This design comes from an exercise in tuning for small area on the open sky130 flow, not from production work.
The RTL was checked by simulation tests, not by an equivalence proof against the original design.
Power figures rest on the tool's default switching activity, not on a simulated workload.

==> inputs of build 22 <==
==> flow/design.v <==
module frequency_divider #(parameter N = 16, TAPS = 3, INV = 0, RST = 0) (
  input wire clk,
  input wire rst,   
  input wire wrap,
  output reg [N-1:0] q
);
always @(posedge clk)
  if (rst)
    q <= RST;
  else if (wrap)
    q <= 0;
  else
    q <= {~q[N-2:0], (^(q & TAPS[N-1:0])) ^ INV[0]};
endmodule
module music_box (
  input wire clk,  
  input wire rst,  
  output reg speaker_out
);
reg [5:0] n64;    
reg [1:0] m3;     
reg [4:0] note_counter;
always @(posedge clk) begin
  if (rst) begin
    n64 <= 0;
    m3 <= 0;
  end else begin
    n64 <= n64 + 1'b1;
    m3 <= {m3[0] & ~m3[1], ~m3[1]};
  end
end
wire [13:0] tq;
wire t_wrap = tq[0] & ~tq[1] & ~tq[2] & ~tq[3] & tq[4] & tq[5] & tq[6] & tq[8] & tq[9] & ~tq[10] & ~tq[11] & ~tq[12] & ~tq[13];
wire note_tick = t_wrap & n64[0] & n64[1] & n64[2] & n64[3] & n64[4] & n64[5] & m3[0] & ~m3[1];
frequency_divider #(.N(14), .TAPS(14'b10010001000001), .INV(0), .RST(14'd24)) NOTE_TIMER (.clk(clk), .rst(rst), .wrap(t_wrap), .q(tq));
always @(posedge clk)
  if (rst) note_counter <= 0;
  else if (note_tick) note_counter <= note_counter + 1'b1;
wire [15:0] qC;
reg tC;
wire wC = qC[0] & ~qC[1] & qC[2] & ~qC[3] & qC[4] & qC[5] & ~qC[7] & ~qC[9] & ~qC[10] & ~qC[11] & ~qC[12] & ~qC[13] & qC[14] & ~qC[15];
wire hC = qC[0] & qC[1] & ~qC[2] & qC[3] & ~qC[4] & qC[5] & qC[6] & qC[7] & ~qC[8] & qC[10] & ~qC[12] & qC[13] & ~qC[15];
wire eC = wC;
frequency_divider #(.N(16), .TAPS(16'b1000000001000000), .INV(0), .RST(16'd0)) OUTC (.clk(clk), .rst(rst), .wrap(wC), .q(qC));
always @(posedge clk) tC <= ~rst & ~eC & (tC | hC);
wire [15:0] qD;
reg tD;
wire wD = qD[0] & ~qD[1] & ~qD[3] & ~qD[4] & ~qD[5] & qD[6] & qD[8] & qD[9] & ~qD[10] & qD[11] & qD[12] & qD[14] & qD[15];
wire hD = qD[0] & qD[1] & ~qD[2] & qD[3] & ~qD[4] & qD[5] & qD[6] & qD[7] & ~qD[8] & qD[10] & ~qD[12] & qD[13] & ~qD[15];
wire eD = wD;
frequency_divider #(.N(16), .TAPS(16'b1000000001000000), .INV(0), .RST(16'd0)) OUTD (.clk(clk), .rst(rst), .wrap(wD), .q(qD));
always @(posedge clk) tD <= ~rst & ~eD & (tD | hD);
wire [12:0] qE;
reg tE;
wire wE = qE[1] & qE[2] & qE[3] & ~qE[4] & qE[5] & qE[6] & qE[7] & ~qE[9] & ~qE[10] & qE[11] & qE[12];
wire hE = ~qE[1] & ~qE[2] & qE[3] & qE[4] & qE[5] & qE[6] & ~qE[7] & qE[8] & qE[9] & qE[11] & ~qE[12] & n64[0] & m3[0] & ~m3[1];
wire eE = wE;
frequency_divider #(.N(13), .TAPS(13'b1000100000000), .INV(0), .RST(13'd0)) OUTE (.clk(clk), .rst(rst), .wrap(wE), .q(qE));
always @(posedge clk) tE <= ~rst & ~eE & (tE | hE);
wire [13:0] qF;
reg tF;
wire wF = qF[0] & ~qF[1] & ~qF[3] & qF[4] & ~qF[6] & qF[7] & ~qF[8] & qF[9] & qF[10] & qF[11] & ~qF[12] & ~qF[13];
wire hF = qF[0] & ~qF[2] & ~qF[3] & ~qF[4] & ~qF[5] & qF[6] & qF[8] & ~qF[9] & ~qF[10] & qF[11] & qF[12] & ~qF[13] & m3[0] & ~m3[1];
wire eF = wF;
frequency_divider #(.N(14), .TAPS(14'b10000000000001), .INV(0), .RST(14'd0)) OUTF (.clk(clk), .rst(rst), .wrap(wF), .q(qF));
always @(posedge clk) tF <= ~rst & ~eF & (tF | hF);
wire [11:0] qG;
reg tG;
wire wG = qG[1] & qG[2] & qG[3] & ~qG[4] & qG[6] & ~qG[7] & ~qG[8] & qG[9] & ~qG[10] & qG[11];
wire hG = qG[0] & ~qG[1] & qG[2] & ~qG[3] & qG[4] & ~qG[5] & qG[11] & n64[0] & n64[1] & ~m3[0];
wire eG = wG & n64[0] & m3[1];
frequency_divider #(.N(12), .TAPS(12'b100000000001), .INV(0), .RST(12'd0)) OUTG (.clk(clk), .rst(rst), .wrap(wG), .q(qG));
always @(posedge clk) tG <= ~rst & ~eG & (tG | hG);
wire [11:0] qA;
reg tA;
wire wA = qA[0] & ~qA[1] & qA[2] & qA[3] & ~qA[5] & qA[6] & qA[7] & qA[8] & qA[9] & ~qA[11];
wire hA = qA[0] & ~qA[1] & qA[2] & qA[3] & ~qA[5] & qA[6] & qA[7] & ~qA[10] & ~qA[11] & n64[0] & n64[1] & n64[2];
wire eA = wA & n64[0] & n64[1];
frequency_divider #(.N(12), .TAPS(12'b100010000011), .INV(0), .RST(12'd0)) OUTA (.clk(clk), .rst(rst), .wrap(wA), .q(qA));
always @(posedge clk) tA <= ~rst & ~eA & (tA | hA);
wire [14:0] qAS;
reg tAS;
wire wAS = ~qAS[0] & qAS[1] & ~qAS[2] & ~qAS[3] & qAS[4] & qAS[6] & qAS[7] & qAS[8] & qAS[9] & ~qAS[10] & qAS[11] & qAS[12] & ~qAS[14];
wire hAS = ~qAS[0] & qAS[3] & ~qAS[4] & qAS[5] & ~qAS[6] & qAS[7] & qAS[11] & ~qAS[12] & qAS[13] & ~qAS[14];
wire eAS = wAS;
frequency_divider #(.N(15), .TAPS(15'b100000001000000), .INV(0), .RST(15'd0)) OUTAS (.clk(clk), .rst(rst), .wrap(wAS), .q(qAS));
always @(posedge clk) tAS <= ~rst & ~eAS & (tAS | hAS);
wire [7:0] qC5;
reg tC5;
wire wC5 = qC5[0] & qC5[1] & qC5[2] & qC5[4] & qC5[5] & qC5[6] & qC5[7];
wire hC5 = ~qC5[1] & qC5[2] & ~qC5[3] & ~qC5[5] & ~qC5[6] & n64[0] & n64[1] & n64[2] & n64[3] & n64[4] & ~m3[0];
wire eC5 = wC5 & n64[0] & n64[3] & n64[4] & m3[1];
frequency_divider #(.N(8), .TAPS(8'b11000110), .INV(0), .RST(8'd0)) OUTC5 (.clk(clk), .rst(rst), .wrap(wC5), .q(qC5));
always @(posedge clk) tC5 <= ~rst & ~eC5 & (tC5 | hC5);
always @(posedge clk) begin
  if (rst)
    speaker_out <= 0;
  else
  case (note_counter)
    0: speaker_out <= tC;
    1: speaker_out <= tC;
    2: speaker_out <= tD;
    3: speaker_out <= tC;
    4: speaker_out <= tF;
    5: speaker_out <= tE;
    6: speaker_out <= tC;
    7: speaker_out <= tC;
    8: speaker_out <= tD;
    9: speaker_out <= tC;
    10: speaker_out <= tG;
    11: speaker_out <= tF;
    12: speaker_out <= tC;
    13: speaker_out <= tC;
    14: speaker_out <= tC5;
    15: speaker_out <= tA;
    16: speaker_out <= tF;
    17: speaker_out <= tE;
    18: speaker_out <= tD;
    19: speaker_out <= tAS;
    20: speaker_out <= tAS;
    21: speaker_out <= tA;
    22: speaker_out <= tF;
    23: speaker_out <= tG;
    24: speaker_out <= tF;
    default: speaker_out <= 0;  
  endcase
end
endmodule
==> flow/run.sh <==
#!/bin/bash
# synth_recipe.tcl (not shown) runs the flow's synth.tcl, then flattens the netlist and writes it again
# the make line also repeats each setting of config.mk as NAME=value (left out here)
make -C /OpenROAD-flow-scripts/flow DESIGN_CONFIG=/design/flow/config.mk WORK_HOME=/design/flow/orfs CLKGATE_MAP_FILE= SYNTH_SCRIPT=/design/flow/synth_recipe.tcl finish
==> flow/config.mk <==
export PLATFORM = sky130hd
export DESIGN_NAME = music_box
export DESIGN_NICKNAME = music_box
export VERILOG_FILES = /design/flow/design.v
export SDC_FILE = /design/flow/constraint.sdc
export NUM_CORES = 4
export LEC_CHECK = 0
export CAP_MARGIN = 20
export CORE_MARGIN = 2
export CORE_UTILIZATION = 40
export SLEW_MARGIN = 20
==> flow/constraint.sdc <==
create_clock -name core_clock -period 83.333 [get_ports {clk}]
set_input_delay 16.6666 -clock core_clock [delete_from_list [all_inputs] [get_ports {clk}]]
set_output_delay 16.6666 -clock core_clock [all_outputs]
set_load 0.01 [all_outputs]
==> build 7 (differences from build 22) <==
--- a/flow/design.v
+++ b/flow/design.v
@@ -31,13 +31,13 @@
 end
 wire [13:0] tq;
-wire t_wrap = tq[0] & ~tq[1] & ~tq[2] & ~tq[3] & tq[4] & tq[5] & tq[6] & tq[8] & tq[9] & ~tq[10] & ~tq[11] & ~tq[12] & ~tq[13];
+wire t_wrap = tq[0] & ~tq[1] & ~tq[2] & ~tq[3] & tq[4] & tq[6] & ~tq[7] & tq[8] & tq[9] & ~tq[10] & ~tq[11] & ~tq[12] & ~tq[13];
 wire note_tick = t_wrap & n64[0] & n64[1] & n64[2] & n64[3] & n64[4] & n64[5] & m3[0] & ~m3[1];
 frequency_divider #(.N(14), .TAPS(14'b10010001000001), .INV(0), .RST(14'd24)) NOTE_TIMER (.clk(clk), .rst(rst), .wrap(t_wrap), .q(tq));
 always @(posedge clk)
-  if (rst) note_counter <= 0;
+  if (rst) note_counter <= 5'd18;
   else if (note_tick) note_counter <= note_counter + 1'b1;
 wire [15:0] qC;
 reg tC;
-wire wC = qC[0] & ~qC[1] & qC[2] & ~qC[3] & qC[4] & qC[5] & ~qC[7] & ~qC[9] & ~qC[10] & ~qC[11] & ~qC[12] & ~qC[13] & qC[14] & ~qC[15];
+wire wC = tC & qC[0] & ~qC[1] & qC[2] & ~qC[3] & ~qC[6] & ~qC[7] & ~qC[8] & ~qC[10] & ~qC[11] & ~qC[13] & ~qC[15];
 wire hC = qC[0] & qC[1] & ~qC[2] & qC[3] & ~qC[4] & qC[5] & qC[6] & qC[7] & ~qC[8] & qC[10] & ~qC[12] & qC[13] & ~qC[15];
 wire eC = wC;
@@ -46,8 +46,8 @@
 wire [15:0] qD;
 reg tD;
-wire wD = qD[0] & ~qD[1] & ~qD[3] & ~qD[4] & ~qD[5] & qD[6] & qD[8] & qD[9] & ~qD[10] & qD[11] & qD[12] & qD[14] & qD[15];
-wire hD = qD[0] & qD[1] & ~qD[2] & qD[3] & ~qD[4] & qD[5] & qD[6] & qD[7] & ~qD[8] & qD[10] & ~qD[12] & qD[13] & ~qD[15];
+wire wD = tD & ~qD[0] & ~qD[2] & ~qD[3] & ~qD[4] & ~qD[7] & ~qD[9] & ~qD[10] & ~qD[11] & qD[13] & qD[15];
+wire hD = ~qD[0] & qD[1] & qD[2] & qD[3] & ~qD[5] & ~qD[6] & qD[7] & qD[8] & ~qD[9] & qD[10] & ~qD[11] & qD[14] & qD[15];
 wire eD = wD;
-frequency_divider #(.N(16), .TAPS(16'b1000000001000000), .INV(0), .RST(16'd0)) OUTD (.clk(clk), .rst(rst), .wrap(wD), .q(qD));
+frequency_divider #(.N(16), .TAPS(16'b1001000000000000), .INV(0), .RST(16'd0)) OUTD (.clk(clk), .rst(rst), .wrap(wD), .q(qD));
 always @(posedge clk) tD <= ~rst & ~eD & (tD | hD);
 wire [12:0] qE;
@@ -81,5 +81,5 @@
 wire [14:0] qAS;
 reg tAS;
-wire wAS = ~qAS[0] & qAS[1] & ~qAS[2] & ~qAS[3] & qAS[4] & qAS[6] & qAS[7] & qAS[8] & qAS[9] & ~qAS[10] & qAS[11] & qAS[12] & ~qAS[14];
+wire wAS = tAS & ~qAS[0] & qAS[1] & qAS[4] & ~qAS[5] & qAS[6] & qAS[7] & qAS[8] & qAS[11] & qAS[12] & qAS[13] & ~qAS[14];
 wire hAS = ~qAS[0] & qAS[3] & ~qAS[4] & qAS[5] & ~qAS[6] & qAS[7] & qAS[11] & ~qAS[12] & qAS[13] & ~qAS[14];
 wire eAS = wAS;
@@ -90,5 +90,5 @@
 wire wC5 = qC5[0] & qC5[1] & qC5[2] & qC5[4] & qC5[5] & qC5[6] & qC5[7];
 wire hC5 = ~qC5[1] & qC5[2] & ~qC5[3] & ~qC5[5] & ~qC5[6] & n64[0] & n64[1] & n64[2] & n64[3] & n64[4] & ~m3[0];
-wire eC5 = wC5 & n64[0] & n64[3] & n64[4] & m3[1];
+wire eC5 = wC5 & n64[0] & n64[2] & n64[3] & m3[1];
 frequency_divider #(.N(8), .TAPS(8'b11000110), .INV(0), .RST(8'd0)) OUTC5 (.clk(clk), .rst(rst), .wrap(wC5), .q(qC5));
 always @(posedge clk) tC5 <= ~rst & ~eC5 & (tC5 | hC5);
@@ -98,29 +98,29 @@
   else
   case (note_counter)
-    0: speaker_out <= tC;
-    1: speaker_out <= tC;
-    2: speaker_out <= tD;
-    3: speaker_out <= tC;
-    4: speaker_out <= tF;
-    5: speaker_out <= tE;
-    6: speaker_out <= tC;
-    7: speaker_out <= tC;
-    8: speaker_out <= tD;
-    9: speaker_out <= tC;
-    10: speaker_out <= tG;
-    11: speaker_out <= tF;
-    12: speaker_out <= tC;
-    13: speaker_out <= tC;
-    14: speaker_out <= tC5;
-    15: speaker_out <= tA;
-    16: speaker_out <= tF;
-    17: speaker_out <= tE;
-    18: speaker_out <= tD;
-    19: speaker_out <= tAS;
-    20: speaker_out <= tAS;
-    21: speaker_out <= tA;
-    22: speaker_out <= tF;
-    23: speaker_out <= tG;
-    24: speaker_out <= tF;
+    18: speaker_out <= tC;   
+    19: speaker_out <= tC;   
+    20: speaker_out <= tD;   
+    21: speaker_out <= tC;   
+    22: speaker_out <= tF;   
+    23: speaker_out <= tE;   
+    24: speaker_out <= tC;   
+    25: speaker_out <= tC;   
+    26: speaker_out <= tD;   
+    27: speaker_out <= tC;   
+    28: speaker_out <= tG;   
+    29: speaker_out <= tF;   
+    30: speaker_out <= tC;   
+    31: speaker_out <= tC;   
+    0: speaker_out <= tC5;   
+    1: speaker_out <= tA;   
+    2: speaker_out <= tF;   
+    3: speaker_out <= tE;   
+    4: speaker_out <= tD;   
+    5: speaker_out <= tAS;   
+    6: speaker_out <= tAS;   
+    7: speaker_out <= tA;   
+    8: speaker_out <= tF;   
+    9: speaker_out <= tG;   
+    10: speaker_out <= tF;   
     default: speaker_out <= 0;  
   endcase
==> flow/flow/run.sh (new file) <==
#!/bin/bash
# Standard ORFS layout, but clock tree synthesis without dummy loads and with
# small clock buffers (the default tree uses clkbuf_16 and large dummy loads).
set -euo pipefail
export CTS_ARGS="-sink_clustering_enable -repair_clock_nets -dont_use_dummy_load -buf_list sky130_fd_sc_hd__clkbuf_4 -sink_clustering_size 20 -sink_clustering_max_diameter 60"
bash standard.sh > standard_flow.log 2>&1
==> flow/standard.sh (new file) <==
#!/bin/bash
# synth_recipe.tcl (not shown) runs the flow's synth.tcl, then flattens the netlist and writes it again
# the make line also repeats each setting of config.mk as NAME=value (left out here)
make -C /OpenROAD-flow-scripts/flow DESIGN_CONFIG=/design/flow/config.mk WORK_HOME=/design/flow/orfs CLKGATE_MAP_FILE= SYNTH_SCRIPT=/design/flow/synth_recipe.tcl "${@:-finish}"
Settings changed: CORE_UTILIZATION 40 to 60.
removed: flow/run.sh
==> build 26 (differences from build 22) <==
--- a/flow/design.v
+++ b/flow/design.v
@@ -31,13 +31,13 @@
 end
 wire [13:0] tq;
-wire t_wrap = tq[0] & ~tq[1] & ~tq[2] & ~tq[3] & tq[4] & tq[5] & tq[6] & tq[8] & tq[9] & ~tq[10] & ~tq[11] & ~tq[12] & ~tq[13];
+wire t_wrap = tq[0] & ~tq[1] & ~tq[2] & ~tq[3] & tq[4] & tq[6] & ~tq[7] & tq[8] & tq[9] & ~tq[10] & ~tq[11] & ~tq[12] & ~tq[13];
 wire note_tick = t_wrap & n64[0] & n64[1] & n64[2] & n64[3] & n64[4] & n64[5] & m3[0] & ~m3[1];
 frequency_divider #(.N(14), .TAPS(14'b10010001000001), .INV(0), .RST(14'd24)) NOTE_TIMER (.clk(clk), .rst(rst), .wrap(t_wrap), .q(tq));
 always @(posedge clk)
-  if (rst) note_counter <= 0;
+  if (rst) note_counter <= 5'd18;
   else if (note_tick) note_counter <= note_counter + 1'b1;
 wire [15:0] qC;
 reg tC;
-wire wC = qC[0] & ~qC[1] & qC[2] & ~qC[3] & qC[4] & qC[5] & ~qC[7] & ~qC[9] & ~qC[10] & ~qC[11] & ~qC[12] & ~qC[13] & qC[14] & ~qC[15];
+wire wC = tC & qC[0] & ~qC[1] & qC[2] & ~qC[3] & ~qC[6] & ~qC[7] & ~qC[8] & ~qC[10] & ~qC[11] & ~qC[13] & ~qC[15];
 wire hC = qC[0] & qC[1] & ~qC[2] & qC[3] & ~qC[4] & qC[5] & qC[6] & qC[7] & ~qC[8] & qC[10] & ~qC[12] & qC[13] & ~qC[15];
 wire eC = wC;
@@ -46,8 +46,8 @@
 wire [15:0] qD;
 reg tD;
-wire wD = qD[0] & ~qD[1] & ~qD[3] & ~qD[4] & ~qD[5] & qD[6] & qD[8] & qD[9] & ~qD[10] & qD[11] & qD[12] & qD[14] & qD[15];
-wire hD = qD[0] & qD[1] & ~qD[2] & qD[3] & ~qD[4] & qD[5] & qD[6] & qD[7] & ~qD[8] & qD[10] & ~qD[12] & qD[13] & ~qD[15];
+wire wD = tD & ~qD[0] & ~qD[2] & ~qD[3] & ~qD[4] & ~qD[7] & ~qD[9] & ~qD[10] & ~qD[11] & qD[13] & qD[15];
+wire hD = ~qD[0] & qD[1] & qD[2] & qD[3] & ~qD[5] & ~qD[6] & qD[7] & qD[8] & ~qD[9] & qD[10] & ~qD[11] & qD[14] & qD[15];
 wire eD = wD;
-frequency_divider #(.N(16), .TAPS(16'b1000000001000000), .INV(0), .RST(16'd0)) OUTD (.clk(clk), .rst(rst), .wrap(wD), .q(qD));
+frequency_divider #(.N(16), .TAPS(16'b1001000000000000), .INV(0), .RST(16'd0)) OUTD (.clk(clk), .rst(rst), .wrap(wD), .q(qD));
 always @(posedge clk) tD <= ~rst & ~eD & (tD | hD);
 wire [12:0] qE;
@@ -81,5 +81,5 @@
 wire [14:0] qAS;
 reg tAS;
-wire wAS = ~qAS[0] & qAS[1] & ~qAS[2] & ~qAS[3] & qAS[4] & qAS[6] & qAS[7] & qAS[8] & qAS[9] & ~qAS[10] & qAS[11] & qAS[12] & ~qAS[14];
+wire wAS = tAS & ~qAS[0] & qAS[1] & qAS[4] & ~qAS[5] & qAS[6] & qAS[7] & qAS[8] & qAS[11] & qAS[12] & qAS[13] & ~qAS[14];
 wire hAS = ~qAS[0] & qAS[3] & ~qAS[4] & qAS[5] & ~qAS[6] & qAS[7] & qAS[11] & ~qAS[12] & qAS[13] & ~qAS[14];
 wire eAS = wAS;
@@ -90,5 +90,5 @@
 wire wC5 = qC5[0] & qC5[1] & qC5[2] & qC5[4] & qC5[5] & qC5[6] & qC5[7];
 wire hC5 = ~qC5[1] & qC5[2] & ~qC5[3] & ~qC5[5] & ~qC5[6] & n64[0] & n64[1] & n64[2] & n64[3] & n64[4] & ~m3[0];
-wire eC5 = wC5 & n64[0] & n64[3] & n64[4] & m3[1];
+wire eC5 = wC5 & n64[0] & n64[2] & n64[3] & m3[1];
 frequency_divider #(.N(8), .TAPS(8'b11000110), .INV(0), .RST(8'd0)) OUTC5 (.clk(clk), .rst(rst), .wrap(wC5), .q(qC5));
 always @(posedge clk) tC5 <= ~rst & ~eC5 & (tC5 | hC5);
@@ -98,29 +98,29 @@
   else
   case (note_counter)
-    0: speaker_out <= tC;
-    1: speaker_out <= tC;
-    2: speaker_out <= tD;
-    3: speaker_out <= tC;
-    4: speaker_out <= tF;
-    5: speaker_out <= tE;
-    6: speaker_out <= tC;
-    7: speaker_out <= tC;
-    8: speaker_out <= tD;
-    9: speaker_out <= tC;
-    10: speaker_out <= tG;
-    11: speaker_out <= tF;
-    12: speaker_out <= tC;
-    13: speaker_out <= tC;
-    14: speaker_out <= tC5;
-    15: speaker_out <= tA;
-    16: speaker_out <= tF;
-    17: speaker_out <= tE;
-    18: speaker_out <= tD;
-    19: speaker_out <= tAS;
-    20: speaker_out <= tAS;
-    21: speaker_out <= tA;
-    22: speaker_out <= tF;
-    23: speaker_out <= tG;
-    24: speaker_out <= tF;
+    18: speaker_out <= tC;   
+    19: speaker_out <= tC;   
+    20: speaker_out <= tD;   
+    21: speaker_out <= tC;   
+    22: speaker_out <= tF;   
+    23: speaker_out <= tE;   
+    24: speaker_out <= tC;   
+    25: speaker_out <= tC;   
+    26: speaker_out <= tD;   
+    27: speaker_out <= tC;   
+    28: speaker_out <= tG;   
+    29: speaker_out <= tF;   
+    30: speaker_out <= tC;   
+    31: speaker_out <= tC;   
+    0: speaker_out <= tC5;   
+    1: speaker_out <= tA;   
+    2: speaker_out <= tF;   
+    3: speaker_out <= tE;   
+    4: speaker_out <= tD;   
+    5: speaker_out <= tAS;   
+    6: speaker_out <= tAS;   
+    7: speaker_out <= tA;   
+    8: speaker_out <= tF;   
+    9: speaker_out <= tG;   
+    10: speaker_out <= tF;   
     default: speaker_out <= 0;  
   endcase
Settings changed: CORE_UTILIZATION 40 to 60, CTS_BUF_LIST from default to sky130_fd_sc_hd__clkbuf_4, CTS_CLUSTER_DIAMETER from default to 60, CTS_CLUSTER_SIZE from default to 20.
==> notes <==
- Against build 22, the global-route usage of build 7 is higher by 5.8 points.
- Against build 26, the die area of build 22 is higher by 47%.
- Between build 7 and build 22, the lower register-to-register slack is in build 7 (gap 0.10 ns).
- First-iteration DRC count: build 22 is higher than build 7 (about 45%).
- Sequential power is about the same in build 22 and build 26.
- In build 22 the synthesized area is lower than in build 7, by about 0.44%.

separate check: timing with driven ports:
In the flow no input, the clock included, has a driving cell. The finished layouts below were timed again as built, in two steps.
Step 1, drivers: a clkbuf_16 drives clk and a buf_2 each remaining input, both assumed.
Step 2 moves the port delays by t, midway between the first and last clock arrival at a register: inputs arrive t later, outputs are due t later. That takes back most of the time a late clock gives input paths.
Slacks: ideal ports / drivers / drivers and shift; pairs: ideal ports / drivers.
| run | shift t [ns] | slack for setup (ns) | worst setup path at the end | worst register clock-pin slew, ns |
|---|---|---|---|---|
| build 22 | 0.445 | 65.242 / 65.256 / 64.811 | input to register | 0.06 / 0.06 |
| build 7 | 0.511 | 65.297 / 65.289 / 64.796 | input to register | 0.11 / 0.11 |
| build 26 | 0.542 | 65.266 / 65.236 / 64.844 | input to register | 0.11 / 0.11 |
After both steps setup and hold are still met in every run listed. For build 7, which loses most, drivers alone change the setup slack by -0.008 ns; drivers and shift together by -0.501 ns.
